Background: an optimization exercise with open tools, aiming at small area and a short achievable clock period. Do not read the settings as production practice. RTL that was checked went through simulation tests only; none was proved equivalent to the original. Power and IR drop assume default switching activity.

==> flow/design.v (excerpt) <==
module top_level (
    input wire clk,
    input wire rst_n,
    input  wire [15:0] axi_awaddr,
    input  wire        axi_awvalid,
    output wire        axi_awready,
    input  wire [2:0]  axi_awprot,
    input  wire [31:0] axi_wdata,
    input  wire [3:0]  axi_wstrb,
    input  wire        axi_wvalid,
    output wire        axi_wready,
    output wire [1:0]  axi_bresp,
    output wire        axi_bvalid,
    input  wire        axi_bready,
    input  wire [15:0] axi_araddr,
    input  wire        axi_arvalid,
    output wire        axi_arready,
    input  wire [2:0]  axi_arprot,
    output wire [31:0] axi_rdata,
    output wire [1:0]  axi_rresp,
    output wire        axi_rvalid,
    input  wire        axi_rready,
    output wire [31:0] mem_addr,
    output wire [15:0] mem_wdata,
    input  wire [15:0] mem_rdata,
    output wire        mem_we,
    output wire        mem_oe,
    output wire        mem_ce,
    input  wire        mem_ready,
    output wire [7:0]  led_status,
    output wire        led_error,
    output wire        irq_out
);
    wire reset = !rst_n;
    reg wr_dat, wr_rsp;
    wire wr_idle = !wr_dat & !wr_rsp;
    always @(posedge clk or posedge reset) begin
        if (reset) begin
            wr_dat <= 1'b0;
            wr_rsp <= 1'b0;
        end else begin
            wr_dat <= wr_idle & axi_awvalid & axi_wvalid;
            wr_rsp <= wr_dat | (wr_rsp & !axi_bready);
        end
    end
    reg rd_dat, rd_rsp;
    wire rd_idle = !rd_dat & !rd_rsp;
    always @(posedge clk or posedge reset) begin
        if (reset) begin
            rd_dat <= 1'b0;
            rd_rsp <= 1'b0;
        end else begin
            rd_dat <= rd_idle & axi_arvalid;
            rd_rsp <= rd_dat | (rd_rsp & !axi_rready);
        end
    end
    assign axi_awready = wr_dat;
    assign axi_wready  = wr_dat;
    assign axi_bvalid  = wr_rsp;
    assign axi_bresp   = 2'b00;
    assign axi_arready = rd_dat;
    assign axi_rvalid  = rd_rsp;
    assign axi_rresp   = 2'b00;
    reg       wa_hit, ra_hit;
    reg [3:0] wa_idx, ra_idx;
    always @(posedge clk) begin
        wa_hit <= (axi_awaddr[15:6] == 10'd0) & (axi_awaddr[1:0] == 2'b00);
  ...
export LEC_CHECK = 0
export CAP_MARGIN = 10
export CORE_MARGIN = 2
export CORE_UTILIZATION = 45
export CTS_BUF_LIST = sky130_fd_sc_hd__clkbuf_16
export CTS_CLUSTER_DIAMETER = 70
export CTS_CLUSTER_SIZE = 32
export GPL_ROUTABILITY_DRIVEN = 1
export PLACE_DENSITY = 0.6
export SLEW_MARGIN = 10
export BUFFER_PORTS_ARGS = -buffer_cell sky130_fd_sc_hd__buf_1
create_clock -name core_clock -period 300.0 [get_ports {clk}]
standard.sh (not shown) runs the stock make flow with config.mk's settings and CLKGATE_MAP_FILE= SYNTH_SCRIPT=/design/flow/synth_recipe.tcl, a recipe that flattens the netlist after the stock synthesis.
==> flow/flow/run.sh <==
#!/bin/bash
# Own layout flow: the standard ORFS flow, with small port buffers
# (buf_1 instead of the default pick) and CTS without dummy loads.
set -euo pipefail
cd "$(dirname "$0")/.."
{
  echo 'export BUFFER_PORTS_ARGS = -buffer_cell sky130_fd_sc_hd__buf_1'
} >> config.mk
bash standard.sh > standard_flow.log 2>&1
The baseline passed the timing, design-rule and antenna checks.
Next try:
==> flow/flow/run.sh (replaced) <==
#!/bin/bash
# Own layout flow: the standard ORFS flow (standard.sh), with buf_1 as
# the port buffer cell and CTS without dummy loads.
set -euo pipefail
cd "$(dirname "$0")/.."
{
  echo 'export BUFFER_PORTS_ARGS = -buffer_cell sky130_fd_sc_hd__buf_1'
  echo 'export CTS_ARGS = -sink_clustering_enable -repair_clock_nets -dont_use_dummy_load -buf_list sky130_fd_sc_hd__clkbuf_16 -sink_clustering_size 30 -sink_clustering_max_diameter 100'
} >> config.mk
bash standard.sh > standard_flow.log 2>&1
- CTS_ARGS: default -> -sink_clustering_enable -repair_clock_nets -dont_use_dummy_load -buf_list sky130_fd_sc_hd__clkbuf_16 -sink_clustering_size 30 -sink_clustering_max_diameter 100
- CTS_BUF_LIST: sky130_fd_sc_hd__clkbuf_16 -> default
- CTS_CLUSTER_DIAMETER: 70 -> default
- CTS_CLUSTER_SIZE: 32 -> default
Clock skew goes up by 0.044 ns. Cell area goes down by 2.4%. Total power goes down by 11%. Sequential share of layout area goes up by 1.6 points. Sequential cell count does not change. Non-clock buffer count is unchanged. Worst hold slack barely changes. Combinational power is about the same. Area after synthesis does not change. Global-route usage is about the same. Die area does not change.
Next try:
==> flow/run.sh (new file) <==
#!/bin/bash
# synth_recipe.tcl (not shown) runs the flow's synth.tcl, then flattens the netlist and writes it again
# the make line also repeats each setting of config.mk as NAME=value (left out here)
make -C /OpenROAD-flow-scripts/flow DESIGN_CONFIG=/design/flow/config.mk WORK_HOME=/design/flow/orfs CLKGATE_MAP_FILE= SYNTH_SCRIPT=/design/flow/synth_recipe.tcl finish
- BUFFER_PORTS_ARGS: -buffer_cell sky130_fd_sc_hd__buf_1 -> default
- CTS_ARGS: -sink_clustering_enable -repair_clock_nets -dont_use_dummy_load -buf_list sky130_fd_sc_hd__clkbuf_16 -sink_clustering_size 30 -sink_clustering_max_diameter 100 -> default
- CTS_BUF_LIST: default -> sky130_fd_sc_hd__clkbuf_8
- CTS_CLUSTER_DIAMETER: default -> 50
- CTS_CLUSTER_SIZE: default -> 16
removed: flow/flow/run.sh
removed: flow/standard.sh
- via count is higher by 1.9%
- final cell count grows by 2.9%
- utilization climbs by 2.6 points
- sequential power is about the same
Next try:
==> flow/flow/run.sh (new file) <==
#!/bin/bash
# Own layout flow: the standard ORFS flow (standard.sh), with buf_1 as
# the port buffer cell and CTS without dummy loads.
set -euo pipefail
cd "$(dirname "$0")/.."
{
  echo 'export BUFFER_PORTS_ARGS = -buffer_cell sky130_fd_sc_hd__buf_1'
  echo 'export CTS_ARGS = -sink_clustering_enable -repair_clock_nets -dont_use_dummy_load -buf_list sky130_fd_sc_hd__clkbuf_16 -sink_clustering_size 40 -sink_clustering_max_diameter 50'
} >> config.mk
bash standard.sh > standard_flow.log 2>&1
==> flow/standard.sh (new file) <==
#!/bin/bash
# synth_recipe.tcl (not shown) runs the flow's synth.tcl, then flattens the netlist and writes it again
# the make line also repeats each setting of config.mk as NAME=value (left out here)
make -C /OpenROAD-flow-scripts/flow DESIGN_CONFIG=/design/flow/config.mk WORK_HOME=/design/flow/orfs CLKGATE_MAP_FILE= SYNTH_SCRIPT=/design/flow/synth_recipe.tcl "${@:-finish}"
- BUFFER_PORTS_ARGS: default -> -buffer_cell sky130_fd_sc_hd__buf_1
- CORE_UTILIZATION: 45 -> 70
- CTS_ARGS: default -> -sink_clustering_enable -repair_clock_nets -dont_use_dummy_load -buf_list sky130_fd_sc_hd__clkbuf_16 -sink_clustering_size 40 -sink_clustering_max_diameter 50
- CTS_BUF_LIST: sky130_fd_sc_hd__clkbuf_8 -> default
- CTS_CLUSTER_DIAMETER: 50 -> default
- CTS_CLUSTER_SIZE: 16 -> default
- PLACE_DENSITY: 0.6 -> 0.8
removed: flow/run.sh
=> The new run passed the timing, design-rule and antenna checks. Final area shrinks by a few percent. Non-clock buffer count does not change. Global-route usage grows by 11 points. First-iteration DRC count grows by well over a third.
Next try:
--- a/flow/flow/run.sh
+++ b/flow/flow/run.sh
@@ -8 +8 @@
-  echo 'export CTS_ARGS = -sink_clustering_enable -repair_clock_nets -dont_use_dummy_load -buf_list sky130_fd_sc_hd__clkbuf_16 -sink_clustering_size 40 -sink_clustering_max_diameter 50'
+  echo 'export CTS_ARGS = -sink_clustering_enable -repair_clock_nets -dont_use_dummy_load -buf_list sky130_fd_sc_hd__clkbuf_16 -sink_clustering_size 32 -sink_clustering_max_diameter 70'
- CORE_UTILIZATION: 70 -> 45
- CTS_ARGS: -sink_clustering_enable -repair_clock_nets -dont_use_dummy_load -buf_list sky130_fd_sc_hd__clkbuf_16 -sink_clustering_size 40 -sink_clustering_max_diameter 50 -> -sink_clustering_enable -repair_clock_nets -dont_use_dummy_load -buf_list sky130_fd_sc_hd__clkbuf_16 -sink_clustering_size 32 -sink_clustering_max_diameter 70
- PLACE_DENSITY: 0.8 -> 0.6
Effect: The new run finished with timing, DRC and antenna clean. Final area hardly moves. Count of clock-buffer cells in the layout is lower by 8. Non-clock buffer count went up by 1. Setup slack is unchanged. Sequential power hardly moves. Via count falls by a few percent. Die area went up by well over a third.
Next try:
==> flow/run.sh (new file) <==
#!/bin/bash
# synth_recipe.tcl (not shown) runs the flow's synth.tcl, then flattens the netlist and writes it again
# the make line also repeats each setting of config.mk as NAME=value (left out here)
make -C /OpenROAD-flow-scripts/flow DESIGN_CONFIG=/design/flow/config.mk WORK_HOME=/design/flow/orfs CLKGATE_MAP_FILE= SYNTH_SCRIPT=/design/flow/synth_recipe.tcl finish
- BUFFER_PORTS_ARGS: -buffer_cell sky130_fd_sc_hd__buf_1 -> default
- CTS_ARGS: -sink_clustering_enable -repair_clock_nets -dont_use_dummy_load -buf_list sky130_fd_sc_hd__clkbuf_16 -sink_clustering_size 32 -sink_clustering_max_diameter 70 -> default
- CTS_BUF_LIST: default -> sky130_fd_sc_hd__clkbuf_16
- CTS_CLUSTER_DIAMETER: default -> 70
- CTS_CLUSTER_SIZE: default -> 32
removed: flow/flow/run.sh
removed: flow/standard.sh
=> Final cell count went up by 1.1%; combinational power went up by 35%; worst setup slack stays the same; hold slack improves by 0.0047 ns.
No functional check of the RTL was part of any run of this note.

* * *

Another version of the RTL of top_level (not shown whole).
Size: roughly 490 flip-flops, roughly 20000 µm² of cells after synthesis.
Settings: LEC_CHECK=0, CAP_MARGIN=0, CORE_MARGIN=2, CORE_UTILIZATION=45, GPL_ROUTABILITY_DRIVEN=1, PLACE_DENSITY=0.6, SLEW_MARGIN=0, BUFFER_PORTS_ARGS=-buffer_cell sky130_fd_sc_hd__buf_1, CTS_ARGS=-sink_clustering_enable -repair_clock_nets -dont_use_dummy_load -buf_list sky130_fd_sc_hd__clkbuf_16 -sink_clustering_size 30 -sink_clustering_max_diameter 100; clock period 300.0 ns.
==> flow/flow/run.sh <==
#!/bin/bash
# Own layout flow: the standard ORFS flow (standard.sh), with buf_1 as
# the port buffer cell and CTS without dummy loads.
set -euo pipefail
cd "$(dirname "$0")/.."
{
  echo 'export BUFFER_PORTS_ARGS = -buffer_cell sky130_fd_sc_hd__buf_1'
  echo 'export CTS_ARGS = -sink_clustering_enable -repair_clock_nets -dont_use_dummy_load -buf_list sky130_fd_sc_hd__clkbuf_16 -sink_clustering_size 30 -sink_clustering_max_diameter 100'
} >> config.mk
bash standard.sh > standard_flow.log 2>&1
The starting point ran to the end with no violations.
Then changed:
GPL_TIMING_DRIVEN = 0   (was not set)
Clock skew fell by 0.013 ns; power rose by 0.93%; worst setup slack got worse by 0.22 ns; sequential share of layout area fell by 3.3 points; non-clock buffer count rose by 152; maximum frequency hardly moves; routed wire length rose by 16%; area after synthesis is unchanged; hold slack barely changes.

* * *

top_level again, from the RTL that the note above started with.
Design top_level, start of the top module:
module top_level (
    input wire clk,
    input wire rst_n,
    input  wire [15:0] axi_awaddr,
    input  wire        axi_awvalid,
    output wire        axi_awready,
    input  wire [2:0]  axi_awprot,
    input  wire [31:0] axi_wdata,
    input  wire [3:0]  axi_wstrb,
    input  wire        axi_wvalid,
    output wire        axi_wready,
    output wire [1:0]  axi_bresp,
    output wire        axi_bvalid,
    input  wire        axi_bready,
    input  wire [15:0] axi_araddr,
    input  wire        axi_arvalid,
    output wire        axi_arready,
    input  wire [2:0]  axi_arprot,
    output wire [31:0] axi_rdata,
    output wire [1:0]  axi_rresp,
    output wire        axi_rvalid,
    input  wire        axi_rready,
    output wire [31:0] mem_addr,
    output wire [15:0] mem_wdata,
    input  wire [15:0] mem_rdata,
    output wire        mem_we,
    output wire        mem_oe,
    output wire        mem_ce,
    input  wire        mem_ready,
    output wire [7:0]  led_status,
    output wire        led_error,
    output wire        irq_out
);
    wire reset = !rst_n;
    reg wr_dat, wr_rsp;
    wire wr_idle = !wr_dat & !wr_rsp;
    always @(posedge clk or posedge reset) begin
        if (reset) begin
            wr_dat <= 1'b0;
            wr_rsp <= 1'b0;
        end else begin
            wr_dat <= wr_idle & axi_awvalid & axi_wvalid;
            wr_rsp <= wr_dat | (wr_rsp & !axi_bready);
        end
    end
    reg rd_dat, rd_rsp;
    wire rd_idle = !rd_dat & !rd_rsp;
    always @(posedge clk or posedge reset) begin
        if (reset) begin
            rd_dat <= 1'b0;
            rd_rsp <= 1'b0;
        end else begin
            rd_dat <= rd_idle & axi_arvalid;
            rd_rsp <= rd_dat | (rd_rsp & !axi_rready);
        end
    end
    assign axi_awready = wr_dat;
    assign axi_wready  = wr_dat;
    assign axi_bvalid  = wr_rsp;
    assign axi_bresp   = 2'b00;
  ...
export LEC_CHECK = 0
export CAP_MARGIN = 10
export CORE_MARGIN = 2
export CORE_UTILIZATION = 50
export GPL_ROUTABILITY_DRIVEN = 1
export PLACE_DENSITY = 0.85
export SLEW_MARGIN = 10
export BUFFER_PORTS_ARGS = -buffer_cell sky130_fd_sc_hd__buf_1
export CTS_ARGS = -sink_clustering_enable -repair_clock_nets -dont_use_dummy_load -buf_list sky130_fd_sc_hd__clkbuf_16 -sink_clustering_size 30 -sink_clustering_max_diameter 100
export SKIP_REPAIR_TIE_FANOUT = 1
create_clock -name core_clock -period 300.0 [get_ports {clk}]
==> flow/flow/run.sh <==
#!/bin/bash
# Own layout flow: the standard ORFS flow (standard.sh) with a few
# ORFS variables added to config.mk.
set -euo pipefail
cd "$(dirname "$0")/.."
{
  echo 'export BUFFER_PORTS_ARGS = -buffer_cell sky130_fd_sc_hd__buf_1'
  echo 'export CTS_ARGS = -sink_clustering_enable -repair_clock_nets -dont_use_dummy_load -buf_list sky130_fd_sc_hd__clkbuf_16 -sink_clustering_size 30 -sink_clustering_max_diameter 100'
  echo 'export SKIP_REPAIR_TIE_FANOUT = 1'
} >> config.mk
bash standard.sh > standard_flow.log 2>&1
The first run completed with no timing, DRC or antenna violations.
Then changed:
==> flow/flow/run.sh (replaced) <==
#!/bin/bash
# Own layout flow: the standard ORFS flow (standard.sh), with buf_1 as
# the port buffer cell and CTS without dummy loads.
set -euo pipefail
cd "$(dirname "$0")/.."
{
  echo 'export BUFFER_PORTS_ARGS = -buffer_cell sky130_fd_sc_hd__buf_1'
  echo 'export CTS_ARGS = -sink_clustering_enable -repair_clock_nets -dont_use_dummy_load -buf_list sky130_fd_sc_hd__clkbuf_16 -sink_clustering_size 30 -sink_clustering_max_diameter 100'
} >> config.mk
bash standard.sh > standard_flow.log 2>&1
CAP_MARGIN = 0   (was 10)
CORE_UTILIZATION = 65   (was 50)
GPL_TIMING_DRIVEN = 0   (was default)
PLACE_DENSITY = 0.75   (was 0.85)
SKIP_REPAIR_TIE_FANOUT = default   (was 1)
SLEW_MARGIN = 0   (was 10)
After rerunning: The new run completed without violations. Final area climbs by 5.1%. Power rises by about 1.4%. Die area fell by 23%.
Then changed:
==> flow/flow/run.sh (replaced) <==
#!/bin/bash
# Own layout flow: the standard ORFS flow (standard.sh) with a few
# ORFS variables added to config.mk.
set -euo pipefail
cd "$(dirname "$0")/.."
{
  echo 'export BUFFER_PORTS_ARGS = -buffer_cell sky130_fd_sc_hd__buf_1'
  echo 'export CTS_ARGS = -sink_clustering_enable -repair_clock_nets -dont_use_dummy_load -buf_list sky130_fd_sc_hd__clkbuf_16 -sink_clustering_size 30 -sink_clustering_max_diameter 100'
  echo 'export SKIP_REPAIR_TIE_FANOUT = 1'
} >> config.mk
bash standard.sh > standard_flow.log 2>&1
CAP_MARGIN = 10   (was 0)
CORE_UTILIZATION = 45   (was 65)
GPL_TIMING_DRIVEN = default   (was 0)
PLACE_DENSITY = 0.6   (was 0.75)
SKIP_REPAIR_TIE_FANOUT = 1   (was default)
SLEW_MARGIN = 10   (was 0)
Effect: Worst setup slack is better by 0.22 ns; design area is lower by 4.5%; critical path depth is lower by 2; total power is lower by 0.56%; via count is lower by 11%; sequential share of layout area is higher by 3.0 points; cell count is lower by 0.65%.
Then changed:
CORE_UTILIZATION = 60   (was 45)
PLACE_DENSITY = 0.7   (was 0.6)
Synthesized cell count does not change.
Clock skew goes up by 0.014 ns.
Non-clock buffer count stays the same.
Die area falls by a quarter to a third.
Then changed:
ABC_AREA = 1   (was default)
CORE_UTILIZATION = 45   (was 60)
PLACE_DENSITY = 0.6   (was 0.7)
Total power is higher slightly.
Clock skew falls by 0.026 ns.
Routed wire length came out higher by roughly a tenth.
Setup slack does not change.
Clock power rose slightly.
Core utilization fell by 15 points.
Design area grows by a few percent.
Combinational power rises by about a fifth.
Global-route usage goes down by 6.5 points.
Sequential share of layout area decreases by 3.7 points.
Then changed:
==> flow/flow/run.sh (replaced) <==
#!/bin/bash
# Own layout flow: the standard ORFS flow (standard.sh) with a few
# ORFS variables added to config.mk.
set -euo pipefail
cd "$(dirname "$0")/.."
{
  echo 'export BUFFER_PORTS_ARGS = -buffer_cell sky130_fd_sc_hd__buf_1'
  echo 'export CTS_ARGS = -sink_clustering_enable -repair_clock_nets -dont_use_dummy_load -buf_list sky130_fd_sc_hd__clkbuf_8 -sink_clustering_size 16 -sink_clustering_max_diameter 60'
  echo 'export SKIP_REPAIR_TIE_FANOUT = 1'
} >> config.mk
bash standard.sh > standard_flow.log 2>&1
ABC_AREA = default   (was 1)
CTS_ARGS = -sink_clustering_enable -repair_clock_nets -dont_use_dummy_load -buf_list sky130_fd_sc_hd__clkbuf_8 -sink_clustering_size 16 -sink_clustering_max_diameter 60   (was -sink_clustering_enable -repair_clock_nets -dont_use_dummy_load -buf_list sky130_fd_sc_hd__clkbuf_16 -sink_clustering_size 30 -sink_clustering_max_diameter 100)
Final cell count is lower by 23%.
Area after synthesis is lower by 4.8%.
Final area is lower by about 4.6%.
Count of clock-buffer cells in the layout is higher by 19.
Sequential power is about the same.
Worst setup slack is unchanged.
First-iteration DRC count is lower by about 1.5%.

re-timing with driven ports:
In the flow no input, the clock included, has a driving cell. The finished layouts below were timed again as built, in two steps. Step 1, drivers: a clkbuf_16 drives clk and a buf_2 each remaining input, both assumed. Step 2 times the ports against the registers' clock, not the clock port: input delays grow and output delays shrink by t, the midpoint of the rising clock arrivals with the driver on. Slacks: ideal / step 1 / step 2; pairs: ideal / step 1.
| run | t, ns | setup slack, ns | worst slew at a driven data input, ns |
|---|---|---|---|
| the first run of note 1 | 0.643 | 180.000 / 179.957 / 179.957 | 0.10 |
| the second run of note 1 | 0.595 | 180.000 / 179.957 / 179.957 | 0.09 |
| the third run of note 1 | 0.684 | 180.000 / 179.957 / 179.957 | 0.08 |
| the fourth run of note 1 | 0.556 | 180.000 / 179.959 / 179.959 | 0.09 |
| the fifth run of note 1 | 0.615 | 180.000 / 179.957 / 179.957 | 0.10 |
| the sixth run of note 1 | 0.647 | 180.000 / 179.957 / 179.957 | 0.08 |
| the first run of note 2 | 0.584 | 180.000 / 179.959 / 179.959 | 0.08 |
| the second run of note 2 | 0.592 | 179.779 / 179.754 / 179.754 | 0.09 |
| the first run of note 3 | 0.583 | 180.000 / 179.953 / 179.953 | 0.11 |
| the second run of note 3 | 0.589 | 179.784 / 179.763 / 179.763 | 0.06 |
| the third run of note 3 | 0.594 | 180.000 / 179.959 / 179.959 | 0.08 |
| the fourth run of note 3 | 0.578 | 180.000 / 179.959 / 179.959 | 0.08 |
| the fifth run of note 3 | 0.603 | 180.000 / 179.959 / 179.959 | 0.09 |
| the sixth run of note 3 | 0.634 | 180.000 / 179.959 / 179.959 | 0.07 |
After both steps every run listed still meets setup and hold. For the first run of note 3, which loses most, drivers alone change the setup slack by -0.047 ns; drivers and shift together by -0.047 ns.
